Source: an optimization exercise on an open RTL-to-GDS flow (aim: small area, a short achievable clock period and few clock cycles per item). Production flows keep margins and buffers that such runs may drop. The RTL was checked by simulation tests, not by an equivalence proof against the original design. Power is estimated from default activity; no workload was simulated.

Design controller, start of the top module:
module controller #(
    parameter DW = 16
)(
    input clk,
    input rst,
    input start,
    input signed [DW-1:0] x0,
    input signed [DW-1:0] x1,
    input signed [DW-1:0] x2,
    input signed [DW-1:0] w00, input signed [DW-1:0] w01, input signed [DW-1:0] w02,
    input signed [DW-1:0] w10, input signed [DW-1:0] w11, input signed [DW-1:0] w12,
    input signed [DW-1:0] w20, input signed [DW-1:0] w21, input signed [DW-1:0] w22,
    input signed [2*DW-1:0] b0,
    input signed [2*DW-1:0] b1,
    input signed [2*DW-1:0] b2,
    output signed [2*DW-1:0] y0,
    output signed [2*DW-1:0] y1,
    output signed [2*DW-1:0] y2,
    output done
);
==> flow/config.mk <==
export PLATFORM = sky130hd
export DESIGN_NAME = controller
export DESIGN_NICKNAME = controller
export VERILOG_FILES = /design/flow/design.v
export SDC_FILE = /design/flow/constraint.sdc
export NUM_CORES = 4
export LEC_CHECK = 0
export ABC_AREA = 1
export CAP_MARGIN = 20
export CORE_MARGIN = 2
export CORE_UTILIZATION = 55
export CTS_CLUSTER_DIAMETER = 80
export CTS_CLUSTER_SIZE = 24
export SLEW_MARGIN = 20
export SYNTH_HIERARCHICAL = 1
export SYNTH_MINIMUM_KEEP_SIZE = 0
==> flow/constraint.sdc <==
create_clock -name core_clock -period 10.0 [get_ports {clk}]
set_input_delay 2.0000 -clock core_clock [delete_from_list [all_inputs] [get_ports {clk}]]
set_output_delay 2.0000 -clock core_clock [all_outputs]
set_load 0.01 [all_outputs]
standard.sh (not shown) runs the stock make flow with config.mk's settings and CLKGATE_MAP_FILE= SYNTH_SCRIPT=/design/flow/synth_recipe.tcl, a recipe that flattens the netlist after the stock synthesis.
==> flow/flow/run.sh <==
#!/bin/bash
# Standard layout (the standard.sh: unchanged synthesis and steps), with
#  - the timing repair asked to leave a larger setup margin than the 10 ns clock
#    needs, so that the resizer works on the paths that set the achieved period;
#  - the port buffers made with the smallest buffer cell (every port still gets one).
set -euo pipefail
M=$(cat flow/margin.txt)
bash standard.sh SETUP_SLACK_MARGIN=$M "BUFFER_PORTS_ARGS=-buffer_cell sky130_fd_sc_hd__buf_1" finish > flow_make.log 2>&1
==> flow/flow/margin.txt <==
6.9
Testbench counts at the start, summed over its fixed seeds: cycles 2,080, items 2,048.
Next try:
==> flow/flow/run.sh (replaced) <==
#!/bin/bash
# Standard layout (the standard.sh, unchanged synthesis and steps), with the
# timing repair asked to leave a larger setup margin than the 10 ns clock needs,
# so that the resizer works on the paths that set the achieved period.
set -euo pipefail
M=$(cat flow/margin.txt)
bash standard.sh SETUP_SLACK_MARGIN=$M finish > flow_make.log 2>&1
--- a/flow/config.mk
+++ b/flow/config.mk
@@ -11,4 +11,2 @@
 export CORE_UTILIZATION = 55
-export CTS_CLUSTER_DIAMETER = 80
-export CTS_CLUSTER_SIZE = 24
 export SLEW_MARGIN = 20
Result: The new run completed with no timing, DRC or antenna violations. Worst hold slack hardly moves. Utilization increases by 2.8 points. Routed wire length increases by 1.4%. Flip-flop and latch count does not change. Maximum frequency hardly moves. Setup slack gets better by 0.0031 ns.
Next try:
==> flow/flow/run.sh (replaced) <==
#!/bin/bash
# Standard layout (the standard.sh: unchanged synthesis and steps), with
#  - the timing repair asked to leave a larger setup margin than the 10 ns clock
#    needs, so that the resizer works on the paths that set the achieved period;
#  - the port buffers made with the smallest buffer cell (every port still gets one).
set -euo pipefail
M=$(cat flow/margin.txt)
bash standard.sh SETUP_SLACK_MARGIN=$M "BUFFER_PORTS_ARGS=-buffer_cell sky130_fd_sc_hd__buf_1" finish > flow_make.log 2>&1
--- a/flow/config.mk
+++ b/flow/config.mk
@@ -11,2 +11,4 @@
 export CORE_UTILIZATION = 55
+export CTS_CLUSTER_DIAMETER = 60
+export CTS_CLUSTER_SIZE = 18
 export SLEW_MARGIN = 20
=> The changed run completed without violations. Register-to-register slack stays flat. Die area does not change. Design area decreases by 3.1%. Via count decreases by 1.4%.
Next try:
--- a/flow/config.mk
+++ b/flow/config.mk
@@ -11,4 +11,2 @@
 export CORE_UTILIZATION = 55
-export CTS_CLUSTER_DIAMETER = 60
-export CTS_CLUSTER_SIZE = 18
 export SLEW_MARGIN = 20
What happened: Clock power is higher by about 9%; wire length came out higher by 0.37%; setup slack loses 0.019 ns; hold slack is about the same; utilization goes up by 0.62 points; design area increases by about 1%; sequential power barely changes.
Next try:
--- a/flow/config.mk
+++ b/flow/config.mk
@@ -10,3 +10,5 @@
 export CORE_MARGIN = 2
-export CORE_UTILIZATION = 55
+export CORE_UTILIZATION = 62
+export CTS_CLUSTER_DIAMETER = 80
+export CTS_CLUSTER_SIZE = 22
 export SLEW_MARGIN = 20
Clock-buffer cell count decreases by 78.
Via count goes up by about 1%.
Final cell count went down by about 3%.
Core utilization rose by 5.5 points.
Power shrinks by about 4%.
Sequential share of layout area rose by 0.76 points.
Worst hold slack improves by 0.0058 ns.
Critical path depth increases by 4.
Setup slack is better by 0.028 ns.
Fmax rises by about 0.9%.
Sequential power hardly moves.

---

Starting RTL as in the previous note.
Settings: LEC_CHECK=0, ABC_AREA=1, CAP_MARGIN=20, CORE_MARGIN=2, CORE_UTILIZATION=55, CTS_CLUSTER_DIAMETER=80, CTS_CLUSTER_SIZE=24, SLEW_MARGIN=20, SYNTH_HIERARCHICAL=1, SYNTH_MINIMUM_KEEP_SIZE=0; clock period 10.0 ns.
==> flow/flow/run.sh <==
#!/bin/bash
# Standard layout (the standard.sh: unchanged synthesis and steps), with
#  - the timing repair asked to leave a larger setup margin than the 10 ns clock
#    needs, so that the resizer works on the paths that set the achieved period;
#  - the port buffers made with the smallest buffer cell (every port still gets one).
set -euo pipefail
M=$(cat flow/margin.txt)
bash standard.sh SETUP_SLACK_MARGIN=$M "BUFFER_PORTS_ARGS=-buffer_cell sky130_fd_sc_hd__buf_1" finish > flow_make.log 2>&1
==> flow/flow/margin.txt <==
6.7
Testbench counts at the start, summed over its fixed seeds: cycles 2,080, items 2,048.
Then changed:
==> flow/flow/margin.txt (replaced) <==
7.1
Wire length is higher by 2.9%.
Design area rises by about 9%.
Area after synthesis does not change.

[re-timing with driven ports]
In the flow no input, the clock included, has a driving cell. The finished layouts below were timed again as built, in two steps.
Step 1: set_driving_cell puts a clkbuf_16 on clk and a buf_2 on each other input, an assumption about the parent block.
Step 2 moves the port delays by t, midway between the first and last clock arrival at a register: inputs arrive t later, outputs are due t later. That takes back most of the time a late clock gives input paths.
Three values: ideal, step 1, step 2; two values: the first two.
run	t, ns	slack for setup (ns)	latest minus earliest clock arrival (ns)	worst register clock-pin slew, ns
the first run of note 1	0.792	6.782 / 6.751 / 6.782	0.042 / 0.042	0.10 / 0.10
the second run of note 1	0.873	6.785 / 6.693 / 6.498	0.039 / 0.039	0.07 / 0.07
the third run of note 1	0.835	6.792 / 6.706 / 6.812	0.043 / 0.043	0.08 / 0.08
the fourth run of note 1	0.862	6.773 / 6.688 / 6.772	0.070 / 0.070	0.07 / 0.07
the fifth run of note 1	0.794	6.801 / 6.732 / 6.801	0.045 / 0.045	0.09 / 0.09
the first run of note 2	0.793	6.588 / 6.588 / 6.588	0.042 / 0.042	0.10 / 0.10
the second run of note 2	0.801	6.834 / 6.745 / 6.797	0.048 / 0.048	0.10 / 0.10
After both steps every run listed still meets setup and hold. For the second run of note 1, which loses most, drivers alone change the setup slack by -0.092 ns; drivers and shift together by -0.287 ns.
